What follows belongs to an exercise in optimizing a design on an open flow for small area; a production flow would make more cautious choices.
The RTL was checked by simulation tests, not by an equivalence proof against the original design.

==> job 194: inputs <==
## ALU_wrapper
module ALU_wrapper( clk, reset, ABCmd_i, LoadA_i, LoadB_i, LoadCmd_i, ACC_o, Done_o);
==> flow/config.mk <==
export PLATFORM = sky130hd
export DESIGN_NAME = ALU_wrapper
export DESIGN_NICKNAME = ALU_wrapper
export VERILOG_FILES = /design/flow/design.v
export SDC_FILE = /design/flow/constraint.sdc
export NUM_CORES = 4
export LEC_CHECK = 0
export CAP_MARGIN = 20
export CORE_MARGIN = 2
export CORE_UTILIZATION = 40
export GPL_TIMING_DRIVEN = 0
export SLEW_MARGIN = 20
==> flow/constraint.sdc <==
create_clock -name core_clock -period 6.0 [get_ports {clk}]
set_input_delay 1.2000 -clock core_clock [delete_from_list [all_inputs] [get_ports {clk}]]
set_output_delay 1.2000 -clock core_clock [all_outputs]
set_load 0.01 [all_outputs]
standard.sh (not shown) runs the stock make flow with config.mk's settings and CLKGATE_MAP_FILE= SYNTH_SCRIPT=/design/flow/synth_recipe.tcl, a recipe that flattens the netlist after the stock synthesis.
==> flow/flow/run.sh <==
#!/bin/bash
# Own layout flow: the standard ORFS flow, except that
#  - synthesis maps the design's FA/HA adder modules straight onto the
#    sky130 fa_1/ha_1 cells (flow/my_synth.tcl), and
#  - port buffers are the smallest buffer (buf_1).
# Each tool's output goes to a log file of its own in this folder.
set -euo pipefail
W=$(pwd)
F=$W/flow
# same make call as standard.sh, with our synthesis script
sed "s#SYNTH_SCRIPT=[^ ]*#SYNTH_SCRIPT=$F/my_synth.tcl#" standard.sh > my_standard.sh
grep -q "SYNTH_SCRIPT=$F/my_synth.tcl" my_standard.sh
# my_synth.tcl = synth_recipe.tcl with our own synth wrapper in place of its first line
{ echo "source $F/synth_pre.tcl"; tail -n +2 synth_recipe.tcl; } > $F/my_synth.tcl
export MY_FLOW_DIR=$F
if [[ -f $F/env.sh ]]; then source $F/env.sh; fi
bash my_standard.sh synth > synth.log 2>&1
bash my_standard.sh > layout.log 2>&1
==> flow/flow/env.sh <==
export BUFFER_PORTS_ARGS="-buffer_cell sky130_fd_sc_hd__buf_1"
export MY_NO_EXTRACT_FA=1
export MY_ABC_SCRIPT=abc3.script
export SETUP_MOVE_SEQUENCE="unbuffer,sizeup,swap"
export CTS_ARGS="-sink_clustering_enable -repair_clock_nets -dont_use_dummy_load -sink_buffer_max_cap_derate 0.3 -buf_list sky130_fd_sc_hd__clkbuf_8 -root_buf sky130_fd_sc_hd__clkbuf_8 -sink_clustering_buffer sky130_fd_sc_hd__clkbuf_8"
Other scripts of this flow, unchanged in this note and not shown: flow/flow/abc3.script, flow/flow/adder_map.v, flow/flow/my_synth.tcl, flow/flow/synth_pre.tcl
==> inputs of job 8417, as changes to job 194 <==
--- a/flow/design.v
+++ b/flow/design.v
@@ -23,28 +23,28 @@
 	wire [3:0] op  = ABCmd_i[3:0];
 	wire       CI  = ABCmd_i[4];
 	wire       shr = ABCmd_i[5];
 	wire       BCD = ABCmd_i[6];
 	wire       MUL = ABCmd_i[7];
 	reg [2:0] state;
-	wire RO      = ~state[1];
-	wire LoadA   = ~state[2] &  state[1] & ~state[0];
-	wire LoadB   =  state[0];
+	wire RO      = ~state[2] & ~state[1];
+	wire LoadA   = ~state[2] &  state[1];
+	wire LoadB   =  state[2] & ~state[1];
 	wire LoadCmd =  state[2] &  state[1];
-	assign Done_o = state[2] & ~state[1];
+	assign Done_o = state[0];
 	wire nA = (RO & ~LoadCmd_i & ~LoadB_i & LoadA_i) | (LoadA & ~LoadB_i & ~LoadCmd_i) |
 	          (LoadB & LoadA_i) | (LoadCmd & LoadA_i);
 	wire nB = (RO & ~LoadCmd_i & LoadB_i) | (LoadA & LoadB_i) |
 	          (LoadB & ~LoadA_i & ~LoadCmd_i) | (LoadCmd & ~LoadA_i & LoadB_i);
 	wire nC = (RO & LoadCmd_i) | (LoadA & ~LoadB_i & LoadCmd_i) | (LoadB & ~LoadA_i & LoadCmd_i);
 	wire nO = LoadCmd & ~LoadA_i & ~LoadB_i;
 	always @(posedge clk or posedge reset)
 		if (reset)
 			state <= 3'b000;
 		else
-			state <= {nC | nO, nA | nB | nC, nB};
+			state <= {nB | nC, nA | nC, nO};
 	always @(posedge clk or posedge reset)
 		if (reset) begin
 			rA <= 0;
 			rB <= 0;
 		end else begin
 			if (LoadA) rA <= ABCmd_i;
@@ -68,38 +68,26 @@
 		    2'b01: op2 = ~rB;
 		    2'b10: op2 = lg;
 		    2'b11: op2 = 8'd0;
 		endcase
 	end
 	wire [7:0] s;
-	wire c1, c2, c3, c5, c6, c7;
+	wire c1, c2, c3, c4, c5, c6, c7, c8;
 	FA u_a0(.a(lg[0]), .b(op2[0]), .c(cin), .s(s[0]), .co(c1));
 	FA u_a1(.a(lg[1]), .b(op2[1]), .c(c1),  .s(s[1]), .co(c2));
 	FA u_a2(.a(lg[2]), .b(op2[2]), .c(c2),  .s(s[2]), .co(c3));
-	wire t3  = lg[3] ^ op2[3];
-	wire g3  = lg[3] & op2[3];
-	assign s[3] = t3 ^ c3;
-	wire s21 = s[2] | s[1];
-	wire HC0 = g3 | (BCD & t3 & s21);
-	wire HC1 = g3 | t3 | (BCD & ~t3 & s21);
-	wire HC  = c3 ? HC1 : HC0;
+	FA u_a3(.a(lg[3]), .b(op2[3]), .c(c3),  .s(s[3]), .co(c4));
+	wire HC = c4 | (BCD & s[3] & (s[2] | s[1]));
 	FA u_a4(.a(lg[4]), .b(op2[4]), .c(HC),  .s(s[4]), .co(c5));
 	FA u_a5(.a(lg[5]), .b(op2[5]), .c(c5),  .s(s[5]), .co(c6));
 	FA u_a6(.a(lg[6]), .b(op2[6]), .c(c6),  .s(s[6]), .co(c7));
-	wire t7  = lg[7] ^ op2[7];
-	wire g7  = lg[7] & op2[7];
-	assign s[7] = t7 ^ c7;
-	wire s65 = s[6] | s[5];
-	wire CO0 = (lg8 ^ g7) | (BCD & t7 & s65);
-	wire CO1 = (lg8 ^ (g7 | t7)) | (BCD & ~t7 & s65);
-	wire CO  = c7 ? CO1 : CO0;
-	wire V0  = rA[7] ^ op2[7] ^ CO0 ^ t7;
-	wire V1  = rA[7] ^ op2[7] ^ CO1 ^ ~t7;
-	wire AV  = c7 ? V1 : V0;
-	wire AN  = s[7];
-	wire AZ  = ~|s;
+	FA u_a7(.a(lg[7]), .b(op2[7]), .c(c7),  .s(s[7]), .co(c8));
+	wire CO = (lg8 ^ c8) | (BCD & s[7] & (s[6] | s[5]));
+	wire AN = s[7];
+	wire AZ = ~|s;
+	wire AV = rA[7] ^ op2[7] ^ CO ^ AN;
 	reg mc_hi;
 	wire pp0_0 = ~(rA[0] & rB[0]);
 	wire pp0_1 = ~(rA[1] & rB[0]);
 	wire pp0_2 = ~(rA[2] & rB[0]);
 	wire pp0_3 = ~(rA[3] & rB[0]);
 	wire pp0_4 = ~(rA[4] & rB[0]);
@@ -159,30 +147,30 @@
 	wire pp7_2 = ~(rA[2] & rB[7]);
 	wire pp7_3 = ~(rA[3] & rB[7]);
 	wire pp7_4 = ~(rA[4] & rB[7]);
 	wire pp7_5 = ~(rA[5] & rB[7]);
 	wire pp7_6 = ~(rA[6] & rB[7]);
 	wire pp7_7 = ~(rA[7] & rB[7]);
-	wire ms0 = ~(pp0_6 ^ pp1_5);
-	wire mc0 = pp0_6 | pp1_5;
+	wire ms0, mc0;
+	FA u_m0(.a(pp0_6), .b(pp1_5), .c(1'b1), .s(ms0), .co(mc0));
 	wire ms1, mc1;
 	FA u_m1(.a(pp0_7), .b(pp1_6), .c(pp2_5), .s(ms1), .co(mc1));
-	wire ms2 = ~(pp3_4 ^ pp4_3);
-	wire mc2 = pp3_4 | pp4_3;
+	wire ms2, mc2;
+	FA u_m2(.a(pp3_4), .b(pp4_3), .c(1'b1), .s(ms2), .co(mc2));
 	wire ms3, mc3;
 	FA u_m3(.a(pp1_7), .b(pp2_6), .c(pp3_5), .s(ms3), .co(mc3));
-	wire ms4 = ~(pp4_4 ^ pp5_3);
-	wire mc4 = pp4_4 | pp5_3;
+	wire ms4, mc4;
+	FA u_m4(.a(pp4_4), .b(pp5_3), .c(1'b1), .s(ms4), .co(mc4));
 	wire ms5, mc5;
 	FA u_m5(.a(pp2_7), .b(pp3_6), .c(pp4_5), .s(ms5), .co(mc5));
-	wire ms6 = ~(pp0_4 ^ pp1_3);
-	wire mc6 = pp0_4 | pp1_3;
+	wire ms6, mc6;
+	FA u_m6(.a(pp0_4), .b(pp1_3), .c(1'b1), .s(ms6), .co(mc6));
 	wire ms7, mc7;
 	FA u_m7(.a(pp0_5), .b(pp1_4), .c(pp2_3), .s(ms7), .co(mc7));
-	wire ms8 = ~(pp3_2 ^ pp4_1);
-	wire mc8 = pp3_2 | pp4_1;
+	wire ms8, mc8;
+	FA u_m8(.a(pp3_2), .b(pp4_1), .c(1'b1), .s(ms8), .co(mc8));
 	wire ms9, mc9;
 	FA u_m9(.a(ms0), .b(pp2_4), .c(pp3_3), .s(ms9), .co(mc9));
 	wire ms10, mc10;
 	FA u_m10(.a(pp4_2), .b(pp5_1), .c(pp6_0), .s(ms10), .co(mc10));
 	wire ms11, mc11;
 	FA u_m11(.a(mc0), .b(ms1), .c(ms2), .s(ms11), .co(mc11));
@@ -199,14 +187,14 @@
 	wire ms17, mc17;
 	FA u_m17(.a(mc5), .b(pp3_7), .c(pp4_6), .s(ms17), .co(mc17));
 	wire ms18, mc18;
 	FA u_m18(.a(pp5_5), .b(pp6_4), .c(pp7_3), .s(ms18), .co(mc18));
 	wire ms19, mc19;
 	FA u_m19(.a(pp4_7), .b(pp5_6), .c(pp6_5), .s(ms19), .co(mc19));
-	wire ms20 = ~(pp0_3 ^ pp1_2);
-	wire mc20 = pp0_3 | pp1_2;
+	wire ms20, mc20;
+	FA u_m20(.a(pp0_3), .b(pp1_2), .c(1'b1), .s(ms20), .co(mc20));
 	wire ms21, mc21;
 	FA u_m21(.a(ms6), .b(pp2_2), .c(pp3_1), .s(ms21), .co(mc21));
 	wire ms22, mc22;
 	FA u_m22(.a(mc6), .b(ms7), .c(ms8), .s(ms22), .co(mc22));
 	wire ms23, mc23;
 	FA u_m23(.a(mc7), .b(mc8), .c(ms9), .s(ms23), .co(mc23));
@@ -219,14 +207,14 @@
 	wire ms27, mc27;
 	FA u_m27(.a(mc15), .b(mc16), .c(ms17), .s(ms27), .co(mc27));
 	wire ms28, mc28;
 	FA u_m28(.a(mc17), .b(mc18), .c(ms19), .s(ms28), .co(mc28));
 	wire ms29, mc29;
 	FA u_m29(.a(mc19), .b(pp5_7), .c(pp6_6), .s(ms29), .co(mc29));
-	wire ms30 = ~(pp0_2 ^ pp1_1);
-	wire mc30 = pp0_2 | pp1_1;
+	wire ms30, mc30;
+	FA u_m30(.a(pp0_2), .b(pp1_1), .c(1'b1), .s(ms30), .co(mc30));
 	wire ms31, mc31;
 	FA u_m31(.a(ms20), .b(pp2_1), .c(pp3_0), .s(ms31), .co(mc31));
 	wire ms32, mc32;
 	FA u_m32(.a(mc20), .b(ms21), .c(pp4_0), .s(ms32), .co(mc32));
 	wire ms33, mc33;
 	FA u_m33(.a(mc21), .b(ms22), .c(pp5_0), .s(ms33), .co(mc33));
@@ -243,14 +231,14 @@
 	wire ms39, mc39;
 	FA u_m39(.a(mc27), .b(ms28), .c(pp7_4), .s(ms39), .co(mc39));
 	wire ms40, mc40;
 	FA u_m40(.a(mc28), .b(ms29), .c(pp7_5), .s(ms40), .co(mc40));
 	wire ms41, mc41;
 	FA u_m41(.a(mc29), .b(pp6_7), .c(pp7_6), .s(ms41), .co(mc41));
-	wire ms42 = ~(pp0_1 ^ pp1_0);
-	wire mc42 = pp0_1 | pp1_0;
+	wire ms42, mc42;
+	FA u_m42(.a(pp0_1), .b(pp1_0), .c(1'b1), .s(ms42), .co(mc42));
 	wire ms43, mc43;
 	FA u_m43(.a(ms30), .b(pp2_0), .c(mc42), .s(ms43), .co(mc43));
 	wire ms44, mc44;
 	FA u_m44(.a(mc30), .b(ms31), .c(mc43), .s(ms44), .co(mc44));
 	wire ms45, mc45;
 	FA u_m45(.a(mc31), .b(ms32), .c(mc44), .s(ms45), .co(mc45));
@@ -264,15 +252,14 @@
 	wire ms49, mc49;
 	FA u_m49(.a(mc35), .b(ms36), .c(mc_hi), .s(ms49), .co(mc49));
 	wire ms50, mc50;
 	FA u_m50(.a(mc36), .b(ms37), .c(mc49), .s(ms50), .co(mc50));
 	wire ms51, mc51;
 	FA u_m51(.a(mc37), .b(ms38), .c(mc50), .s(ms51), .co(mc51));
-	wire mc_la = ~((~(mc37 | ms38)) | ((~(mc37 & ms38)) & (~(mc36 | ms37))) | ((~(mc37 & ms38)) & (~(mc36 & ms37)) & (~(mc35 | ms36))) | ((~(mc37 & ms38)) & (~(mc36 & ms37)) & (~(mc35 & ms36)) & ~mc_hi));
 	wire ms52, mc52;
-	FA u_m52(.a(mc38), .b(ms39), .c(mc_la), .s(ms52), .co(mc52));
+	FA u_m52(.a(mc38), .b(ms39), .c(mc51), .s(ms52), .co(mc52));
 	wire ms53, mc53;
 	FA u_m53(.a(mc39), .b(ms40), .c(mc52), .s(ms53), .co(mc53));
 	wire ms54, mc54;
 	FA u_m54(.a(mc40), .b(ms41), .c(mc53), .s(ms54), .co(mc54));
 	wire ms55, mc55;
 	FA u_m55(.a(mc41), .b(pp7_7), .c(mc54), .s(ms55), .co(mc55));
==> flow/flow/env.sh (replaced) <==
export BUFFER_PORTS_ARGS="-buffer_cell sky130_fd_sc_hd__buf_1"
export MY_NO_EXTRACT_FA=1
export MY_ABC_SCRIPT=abc3.script
==> summary of the runs <==
Job 8417 completed with no timing, DRC or antenna violations. Job 194 completed without violations. Of job 194 and job 8417, job 8417 has the higher non-clock buffer count (gap 21). Against job 8417, the utilization of job 194 is lower by 4.2 points. Of job 8417 and job 194, job 194 has the higher sequential share of layout area (gap 1.4 points). Between job 8417 and job 194, the lower fmax is in job 8417 (gap about 1.7%, measured against job 194). Count of clock-buffer cells in the layout is the same in job 8417 and job 194.
==> figures <==
| item | job 194 | job 8417 |
|---|---|---|
| Result of the run | finished clean | finished clean |
| Placed instance area | 3400 µm² | 3460 µm² |
| Shortest clock period the worst path allows after layout | 5.79 ns | 5.89 ns |
| Initial drt markers | 244 | 138 |
| Final worst-path setup slack | 0.211 ns | 0.111 ns |
| Width of the die | 93.2 µm | 93.5 µm |
| WP data required | 6.16 ns | 6.22 ns |
| Worst-Skew Late Latency | 0.28 ns | 0.29 ns |
| Non-Filler Instances | 511 | 523 |
| Worst setup skew after layout | 0.0112 ns | 0.00383 ns |

[afterwards: timing with drivers on the ports]
How much do the figures lean on ideal ports? The routed layouts below were timed once more, with nothing changed but the port constraints. Step 1: set_driving_cell puts a clkbuf_16 on clk and a buf_2 on each other input, an assumption about the parent block. Step 2 times the ports against the registers' clock, not the clock port: input delays grow and output delays shrink by t, the midpoint of the rising clock arrivals with the driver on. Slacks: no drivers / after step 1 / after step 2; pairs: no drivers / after step 1.
run	t, ns	slack for setup (ns)	worst setup path after step 2	latest minus earliest clock arrival (ns)	cell pins on the clock port's net
job 194	0.306	0.211 / 0.211 / -0.051	input to register	0.011 / 0.011	1
job 8417	0.311	0.111 / 0.116 / -0.195	input to register	0.004 / 0.003	1
With both steps, setup timing fails in job 194 and job 8417, where it was met with ideal ports. For job 8417, which loses most, drivers alone change the setup slack by +0.005 ns; drivers and shift together by -0.306 ns.
